What follows belongs to an exercise in optimizing a design on an open flow for small area; a production flow would make more cautious choices.
RTL that was checked went through simulation tests only; none was proved equivalent to the original.
Power figures rest on the tool's default switching activity, not on a simulated workload.

==> try-amber <==
==> flow/design.v <==
module counter
#(parameter xLen = 64)
(input  clk,
 input  start,
 input  reset,
 input  [xLen-1 : 0] init_val,
 input  init,
 input  return_current_count,
 output [xLen-1 : 0] current_count,
 output [xLen-1 : 0] debug_out,
 output count_valid,
 output count_valid_fsm
 );
reg [xLen-1 : 0] cnt;
reg [xLen-1 : 0] held;
reg return_current_count_reg;
reg init_reg;
reg start_reg;
reg count_valid_reg;
reg count_valid_fsm_reg;
reg [1:0] count_valid_timer;
reg [1:0] state, next_state;
localparam idle                = 2'b00;
localparam init_state          = 2'b01;
localparam count               = 2'b10;
localparam current_count_state = 2'b11;
reg cv_state, cv_next_state;
wire [xLen-1:0] carry;
wire cin = (state == count);
wire gc0 = cin;
wire ga0 = &cnt[7:0];
wire gc1 = gc0 & ga0;
assign carry[0] = gc0;
assign carry[1] = carry[0] & cnt[0];
assign carry[2] = carry[1] & cnt[1];
assign carry[3] = carry[2] & cnt[2];
assign carry[4] = carry[3] & cnt[3];
assign carry[5] = carry[4] & cnt[4];
assign carry[6] = carry[5] & cnt[5];
assign carry[7] = carry[6] & cnt[6];
wire ga1 = &cnt[15:8];
wire gc2 = gc1 & ga1;
assign carry[8] = gc1;
assign carry[9] = carry[8] & cnt[8];
assign carry[10] = carry[9] & cnt[9];
assign carry[11] = carry[10] & cnt[10];
assign carry[12] = carry[11] & cnt[11];
assign carry[13] = carry[12] & cnt[12];
assign carry[14] = carry[13] & cnt[13];
assign carry[15] = carry[14] & cnt[14];
wire ga2 = &cnt[23:16];
wire gc3 = gc2 & ga2;
assign carry[16] = gc2;
assign carry[17] = carry[16] & cnt[16];
assign carry[18] = carry[17] & cnt[17];
assign carry[19] = carry[18] & cnt[18];
assign carry[20] = carry[19] & cnt[19];
assign carry[21] = carry[20] & cnt[20];
assign carry[22] = carry[21] & cnt[21];
assign carry[23] = carry[22] & cnt[22];
wire ga3 = &cnt[31:24];
wire gc4 = gc3 & ga3;
assign carry[24] = gc3;
assign carry[25] = carry[24] & cnt[24];
assign carry[26] = carry[25] & cnt[25];
assign carry[27] = carry[26] & cnt[26];
assign carry[28] = carry[27] & cnt[27];
assign carry[29] = carry[28] & cnt[28];
assign carry[30] = carry[29] & cnt[29];
assign carry[31] = carry[30] & cnt[30];
wire ga4 = &cnt[39:32];
wire gc5 = gc4 & ga4;
assign carry[32] = gc4;
assign carry[33] = carry[32] & cnt[32];
assign carry[34] = carry[33] & cnt[33];
assign carry[35] = carry[34] & cnt[34];
assign carry[36] = carry[35] & cnt[35];
assign carry[37] = carry[36] & cnt[36];
assign carry[38] = carry[37] & cnt[37];
assign carry[39] = carry[38] & cnt[38];
wire ga5 = &cnt[47:40];
wire gc6 = gc5 & ga5;
assign carry[40] = gc5;
assign carry[41] = carry[40] & cnt[40];
assign carry[42] = carry[41] & cnt[41];
assign carry[43] = carry[42] & cnt[42];
assign carry[44] = carry[43] & cnt[43];
assign carry[45] = carry[44] & cnt[44];
assign carry[46] = carry[45] & cnt[45];
assign carry[47] = carry[46] & cnt[46];
wire ga6 = &cnt[55:48];
wire gc7 = gc6 & ga6;
assign carry[48] = gc6;
assign carry[49] = carry[48] & cnt[48];
assign carry[50] = carry[49] & cnt[49];
assign carry[51] = carry[50] & cnt[50];
assign carry[52] = carry[51] & cnt[51];
assign carry[53] = carry[52] & cnt[52];
assign carry[54] = carry[53] & cnt[53];
assign carry[55] = carry[54] & cnt[54];
wire ga7 = &cnt[63:56];
wire gc8 = gc7 & ga7;
assign carry[56] = gc7;
assign carry[57] = carry[56] & cnt[56];
assign carry[58] = carry[57] & cnt[57];
assign carry[59] = carry[58] & cnt[58];
assign carry[60] = carry[59] & cnt[59];
assign carry[61] = carry[60] & cnt[60];
assign carry[62] = carry[61] & cnt[61];
assign carry[63] = carry[62] & cnt[62];
wire capture = (state == idle) && init && !start_reg;
assign debug_out = state[1] ? cnt : held;
assign current_count = held;
assign count_valid = count_valid_reg;
assign count_valid_fsm = count_valid_fsm_reg;
always @(posedge clk, posedge reset) begin
    if (reset) begin
        state <= idle;
        cv_state <= 1'b0;
    end else begin
        state <= next_state;
        cv_state <= cv_next_state;
    end
end
always @(*) begin
    next_state = state;
    case (state)
        idle                : if (start_reg) next_state = count;
                              else if (init_reg) next_state = init_state;
        count               : if (return_current_count_reg) next_state = current_count_state;
        current_count_state : next_state = count;
        init_state          : next_state = idle;
    endcase
end
always @(*) begin
    cv_next_state = cv_state;
    if (!cv_state) begin
        if (next_state == current_count_state) cv_next_state = 1'b1;
    end else begin
        if (count_valid_timer == 2'd3) cv_next_state = 1'b0;
    end
end
always @(posedge clk) begin
    if (reset) begin
        return_current_count_reg <= 0;
        init_reg <= 0;
        start_reg <= 0;
        count_valid_fsm_reg <= 0;
    end else begin
        case (state)
            idle: if (init) init_reg <= 1'b1; else start_reg <= start;
            init_state: init_reg <= 1'b0;
            current_count_state: begin
                return_current_count_reg <= 1'b0;
                count_valid_fsm_reg <= 1'b1;
            end
            count: begin
                start_reg <= 1'b0;
                return_current_count_reg <= return_current_count;
                count_valid_fsm_reg <= 1'b0;
            end
        endcase
    end
end
always @(posedge clk, posedge reset) begin
    if (reset)
        cnt <= 0;
    else if (capture)
        cnt <= init_val;
    else
        cnt <= cnt ^ carry;
end
always @(posedge clk) begin
    if (state[0] || reset)
        held <= cnt;
end
always @(posedge clk) begin
    if (reset) begin
        count_valid_reg <= 0;
        count_valid_timer <= 0;
    end else if (cv_state) begin
        count_valid_reg <= 1;
        count_valid_timer <= count_valid_timer + 1'b1;
    end else begin
        count_valid_timer <= 0;
        count_valid_reg <= 0;
    end
end
endmodule
==> flow/flow/run.sh <==
#!/bin/bash
# Standard ORFS layout with the smallest buffer on the ports and a small
# clock tree (clkbuf_4 only, no dummy loads).
export BUFFER_PORTS_ARGS="-buffer_cell sky130_fd_sc_hd__buf_1"
export CTS_ARGS="-sink_clustering_enable -repair_clock_nets -dont_use_dummy_load -buf_list sky130_fd_sc_hd__clkbuf_4 -sink_clustering_size 30 -sink_clustering_max_diameter 60"
bash standard.sh > standard.log 2>&1
==> flow/standard.sh <==
#!/bin/bash
# synth_recipe.tcl (not shown) runs the flow's synth.tcl, then flattens the netlist and writes it again
# the make line also repeats each setting of config.mk as NAME=value (left out here)
make -C /OpenROAD-flow-scripts/flow DESIGN_CONFIG=/design/flow/config.mk WORK_HOME=/design/flow/orfs CLKGATE_MAP_FILE= SYNTH_SCRIPT=/design/flow/synth_recipe.tcl "${@:-finish}"
==> flow/config.mk <==
export PLATFORM = sky130hd
export DESIGN_NAME = counter
export DESIGN_NICKNAME = counter
export VERILOG_FILES = /design/flow/design.v
export SDC_FILE = /design/flow/constraint.sdc
export NUM_CORES = 4
export LEC_CHECK = 0
export CAP_MARGIN = 20
export CORE_MARGIN = 2
export CORE_UTILIZATION = 70
export SLEW_MARGIN = 20
==> flow/constraint.sdc <==
create_clock -name core_clock -period 4.0 [get_ports {clk}]
set_input_delay 0.8000 -clock core_clock [delete_from_list [all_inputs] [get_ports {clk}]]
set_output_delay 0.8000 -clock core_clock [all_outputs]
set_load 0.01 [all_outputs]
==> inputs of try-umber, as changes to try-amber <==
==> flow/design.v, changed modules only <==
module counter
#(parameter xLen = 64)
(input  clk,
 input  start,
 input  reset,
 input  [xLen-1 : 0] init_val,
 input  init,
 input  return_current_count,
 output [xLen-1 : 0] current_count,
 output [xLen-1 : 0] debug_out,
 output count_valid,
 output count_valid_fsm
 );
reg [xLen-1 : 0] cnt;
reg [xLen-1 : 0] held;
reg return_current_count_reg;
reg init_reg;
reg start_reg;
reg count_valid_fsm_reg;
reg cv_on;
reg [1:0] cv_ph;
reg [1:0] state, next_state;
localparam idle                = 2'b00;
localparam init_state          = 2'b01;
localparam count               = 2'b10;
localparam current_count_state = 2'b11;
wire [xLen-1:0] carry;
wire cin = (state == count);
wire gc0 = cin;
wire ga0 = &cnt[3:0];
wire gc1 = gc0 & ga0;
assign carry[0] = gc0;
assign carry[1] = carry[0] & cnt[0];
assign carry[2] = carry[1] & cnt[1];
assign carry[3] = carry[2] & cnt[2];
wire ga1 = &cnt[11:4];
wire gc2 = gc1 & ga1;
assign carry[4] = gc1;
assign carry[5] = carry[4] & cnt[4];
assign carry[6] = carry[5] & cnt[5];
assign carry[7] = carry[6] & cnt[6];
assign carry[8] = carry[7] & cnt[7];
assign carry[9] = carry[8] & cnt[8];
assign carry[10] = carry[9] & cnt[9];
assign carry[11] = carry[10] & cnt[10];
wire ga2 = &cnt[19:12];
wire gc3 = gc2 & ga2;
assign carry[12] = gc2;
assign carry[13] = carry[12] & cnt[12];
assign carry[14] = carry[13] & cnt[13];
assign carry[15] = carry[14] & cnt[14];
assign carry[16] = carry[15] & cnt[15];
assign carry[17] = carry[16] & cnt[16];
assign carry[18] = carry[17] & cnt[17];
assign carry[19] = carry[18] & cnt[18];
wire ga3 = &cnt[27:20];
wire gc4 = gc3 & ga3;
assign carry[20] = gc3;
assign carry[21] = carry[20] & cnt[20];
assign carry[22] = carry[21] & cnt[21];
assign carry[23] = carry[22] & cnt[22];
assign carry[24] = carry[23] & cnt[23];
assign carry[25] = carry[24] & cnt[24];
assign carry[26] = carry[25] & cnt[25];
assign carry[27] = carry[26] & cnt[26];
wire ga4 = &cnt[35:28];
wire gc5 = gc4 & ga4;
assign carry[28] = gc4;
assign carry[29] = carry[28] & cnt[28];
assign carry[30] = carry[29] & cnt[29];
assign carry[31] = carry[30] & cnt[30];
assign carry[32] = carry[31] & cnt[31];
assign carry[33] = carry[32] & cnt[32];
assign carry[34] = carry[33] & cnt[33];
assign carry[35] = carry[34] & cnt[34];
wire ga5 = &cnt[43:36];
wire gc6 = gc5 & ga5;
assign carry[36] = gc5;
assign carry[37] = carry[36] & cnt[36];
assign carry[38] = carry[37] & cnt[37];
assign carry[39] = carry[38] & cnt[38];
assign carry[40] = carry[39] & cnt[39];
assign carry[41] = carry[40] & cnt[40];
assign carry[42] = carry[41] & cnt[41];
assign carry[43] = carry[42] & cnt[42];
wire ga6 = &cnt[51:44];
wire gc7 = gc6 & ga6;
assign carry[44] = gc6;
assign carry[45] = carry[44] & cnt[44];
assign carry[46] = carry[45] & cnt[45];
assign carry[47] = carry[46] & cnt[46];
assign carry[48] = carry[47] & cnt[47];
assign carry[49] = carry[48] & cnt[48];
assign carry[50] = carry[49] & cnt[49];
assign carry[51] = carry[50] & cnt[50];
wire ga7 = &cnt[63:52];
wire gc8 = gc7 & ga7;
assign carry[52] = gc7;
assign carry[53] = carry[52] & cnt[52];
assign carry[54] = carry[53] & cnt[53];
assign carry[55] = carry[54] & cnt[54];
assign carry[56] = carry[55] & cnt[55];
assign carry[57] = carry[56] & cnt[56];
assign carry[58] = carry[57] & cnt[57];
assign carry[59] = carry[58] & cnt[58];
assign carry[60] = carry[59] & cnt[59];
assign carry[61] = carry[60] & cnt[60];
assign carry[62] = carry[61] & cnt[61];
assign carry[63] = carry[62] & cnt[62];
wire capture = (state == idle) && init && !start_reg;
assign debug_out = state[1] ? cnt : held;
assign current_count = held;
assign count_valid = cv_on;
assign count_valid_fsm = count_valid_fsm_reg;
always @(*) begin
    next_state = state;
    case (state)
        idle                : if (start_reg) next_state = count;
                              else if (init_reg) next_state = init_state;
        count               : if (return_current_count_reg) next_state = current_count_state;
        current_count_state : next_state = count;
        init_state          : next_state = idle;
    endcase
end
wire cv_start = (state == count) && return_current_count_reg;
wire cv_free = cv_on ? (cv_ph == 2'b11) : (cv_ph == 2'b00);
always @(posedge clk, posedge reset) begin
    if (reset) state <= idle;
    else state <= next_state;
end
always @(posedge clk) begin
    if (reset) begin
        init_reg <= 1'b0;
        start_reg <= 1'b0;
        count_valid_fsm_reg <= 1'b0;
        cv_on <= 1'b0;
        cv_ph <= 2'b00;
    end else begin
        if (state == idle) begin
            if (init) init_reg <= 1'b1; else start_reg <= start;
        end
        if (state == init_state) init_reg <= 1'b0;
        count_valid_fsm_reg <= (state == current_count_state);
        if (cv_free) begin
            cv_on <= 1'b0;
            cv_ph <= {1'b0, cv_start};
        end else begin
            cv_on <= 1'b1;
            cv_ph <= cv_on ? cv_ph + 1'b1 : 2'b00;
        end
    end
end
always @(posedge clk)
    return_current_count_reg <= (state == count) && return_current_count;
wire [xLen-1:0] cnt_next = reset ? {xLen{1'b0}} : capture ? init_val : cnt ^ carry;
always @(posedge clk)
    cnt <= cnt_next;
always @(posedge clk) begin
    if (state[0] || reset)
        held <= cnt_next;
end
endmodule
--- a/flow/config.mk
+++ b/flow/config.mk
@@ -7,5 +7,5 @@
 export LEC_CHECK = 0
-export CAP_MARGIN = 20
+export CAP_MARGIN = 0
 export CORE_MARGIN = 2
-export CORE_UTILIZATION = 70
-export SLEW_MARGIN = 20
+export CORE_UTILIZATION = 40
+export SLEW_MARGIN = 0
==> inputs of try-lagoon, as changes to try-amber <==
==> flow/design.v, changed modules only <==
module counter
#(parameter xLen = 64)
(input  clk,
 input  start,
 input  reset,
 input  [xLen-1 : 0] init_val,
 input  init,
 input  return_current_count,
 output [xLen-1 : 0] current_count,
 output [xLen-1 : 0] debug_out,
 output count_valid,
 output count_valid_fsm
 );
reg [xLen-1 : 0] cnt;
reg [xLen-1 : 0] hold;
reg return_current_count_reg;
reg init_reg;
reg start_reg;
reg count_valid_reg;
reg count_valid_fsm_reg;
reg [1:0] count_valid_timer;
reg [1:0] state, next_state;
localparam idle                = 2'b00;
localparam init_state          = 2'b01;
localparam count               = 2'b10;
localparam current_count_state = 2'b11;
reg cv_state, cv_next_state;
assign debug_out = cnt;
assign current_count = state[1] ? hold : cnt;
assign count_valid = count_valid_reg;
assign count_valid_fsm = count_valid_fsm_reg;
always @(posedge clk, posedge reset) begin
    if (reset) begin
        state <= idle;
        cv_state <= 1'b0;
    end else begin
        state <= next_state;
        cv_state <= cv_next_state;
    end
end
always @(*) begin
    next_state = state;
    case (state)
        idle                : if (start_reg) next_state = count;
                              else if (init_reg) next_state = init_state;
        count               : if (return_current_count_reg) next_state = current_count_state;
        current_count_state : next_state = count;
        init_state          : next_state = idle;
    endcase
end
always @(*) begin
    cv_next_state = cv_state;
    if (!cv_state) begin
        if (next_state == current_count_state) cv_next_state = 1'b1;
    end else begin
        if (count_valid_timer == 2'd3) cv_next_state = 1'b0;
    end
end
always @(posedge clk) begin
    if (reset) begin
        return_current_count_reg <= 0;
        init_reg <= 0;
        start_reg <= 0;
        count_valid_fsm_reg <= 0;
    end else begin
        case (state)
            idle: if (init) init_reg <= 1'b1; else start_reg <= start;
            init_state: init_reg <= 1'b0;
            current_count_state: begin
                return_current_count_reg <= 1'b0;
                count_valid_fsm_reg <= 1'b1;
            end
            count: begin
                start_reg <= 1'b0;
                return_current_count_reg <= return_current_count;
                count_valid_fsm_reg <= 1'b0;
            end
        endcase
    end
end
always @(posedge clk) begin
    if (reset)
        cnt <= 0;
    else if (state == init_state)
        cnt <= hold;
    else if (state == count)
        cnt <= cnt + 1'b1;
end
always @(posedge clk) begin
    if (state == current_count_state || (state == idle && start_reg))
        hold <= cnt;
    else if (state == idle && init)
        hold <= init_val;
end
always @(posedge clk) begin
    if (reset) begin
        count_valid_reg <= 0;
        count_valid_timer <= 0;
    end else if (cv_state) begin
        count_valid_reg <= 1;
        count_valid_timer <= count_valid_timer + 1'b1;
    end else begin
        count_valid_timer <= 0;
        count_valid_reg <= 0;
    end
end
endmodule
==> flow/run.sh (new file) <==
#!/bin/bash
# synth_recipe.tcl (not shown) runs the flow's synth.tcl, then flattens the netlist and writes it again
# the make line also repeats each setting of config.mk as NAME=value (left out here)
make -C /OpenROAD-flow-scripts/flow DESIGN_CONFIG=/design/flow/config.mk WORK_HOME=/design/flow/orfs CLKGATE_MAP_FILE= SYNTH_SCRIPT=/design/flow/synth_recipe.tcl finish
--- a/flow/config.mk
+++ b/flow/config.mk
@@ -9,3 +9,3 @@
 export CORE_MARGIN = 2
-export CORE_UTILIZATION = 70
+export CORE_UTILIZATION = 40
 export SLEW_MARGIN = 20
removed: flow/flow/run.sh
removed: flow/standard.sh
==> qor.txt <==
outcome: no timing/DRC/antenna violations
CP max FO: 29
post-synthesis mux area share: 17.13%
Comb power: 3.46 mW
asr flop ratio synth: 2.174%
# fillers: 1907
critical path's top delay family: buffers and inverters
fin crit share: 83.23%
That was try-lagoon.
==> qor.txt <==
outcome: no timing/DRC/antenna violations
largest registers: cnt x64, held x64
layout cells sized above 1: 24.43%
fin crit share: 82.82%
post-synthesis mux area share: 21.58%
# fillers: 516
asr flop ratio synth: 48.55%
part of the power in the clock network: 10.7%
critical path's top delay family: simple AND/OR/NAND/NOR gates
Comb power: 2.25 mW
That was try-amber.
==> qor.txt <==
outcome: no timing/DRC/antenna violations
critical path's top delay family: adder cells
CP max FO: 3
Critical Path Stages: 16
post-synthesis mux area share: 11.98%
# fillers: 1476
Comb power: 1.44 mW
fin crit share: 93.25%
That was try-umber.
No functional check of the RTL was part of try-lagoon.

afterwards: timing with drivers on the ports:
No port has a modelled driver above. Below, the same layouts with a new extraction and two added sets of constraints. Step 1 (the two cells are an assumption about what drives the block):
set clk [get_ports {clk}]
set_driving_cell -lib_cell sky130_fd_sc_hd__clkbuf_16 $clk
set_driving_cell -lib_cell sky130_fd_sc_hd__buf_2 [delete_from_list [all_inputs] $clk]
Step 2, shift: input delay + t, output delay - t, t = (earliest + latest rising clock arrival at the registers) / 2. This alone moves slack from input paths to output paths. Three values: ideal, step 1, step 2; two values: the first two.
run	shift t [ns]	setup slack, ns	hold WS [ns]	clock arrival spread, ns
try-amber	0.526	0.687 / 0.687 / 0.687	0.457 / 0.457 / 0.457	0.041 / 0.041
try-umber	0.549	0.270 / 0.270 / 0.270	0.141 / 0.131 / 0.511	0.034 / 0.034
try-lagoon	0.476	0.671 / 0.624 / 1.100	0.430 / 0.430 / 0.430	0.010 / 0.010
After both steps every run listed still meets setup and hold.
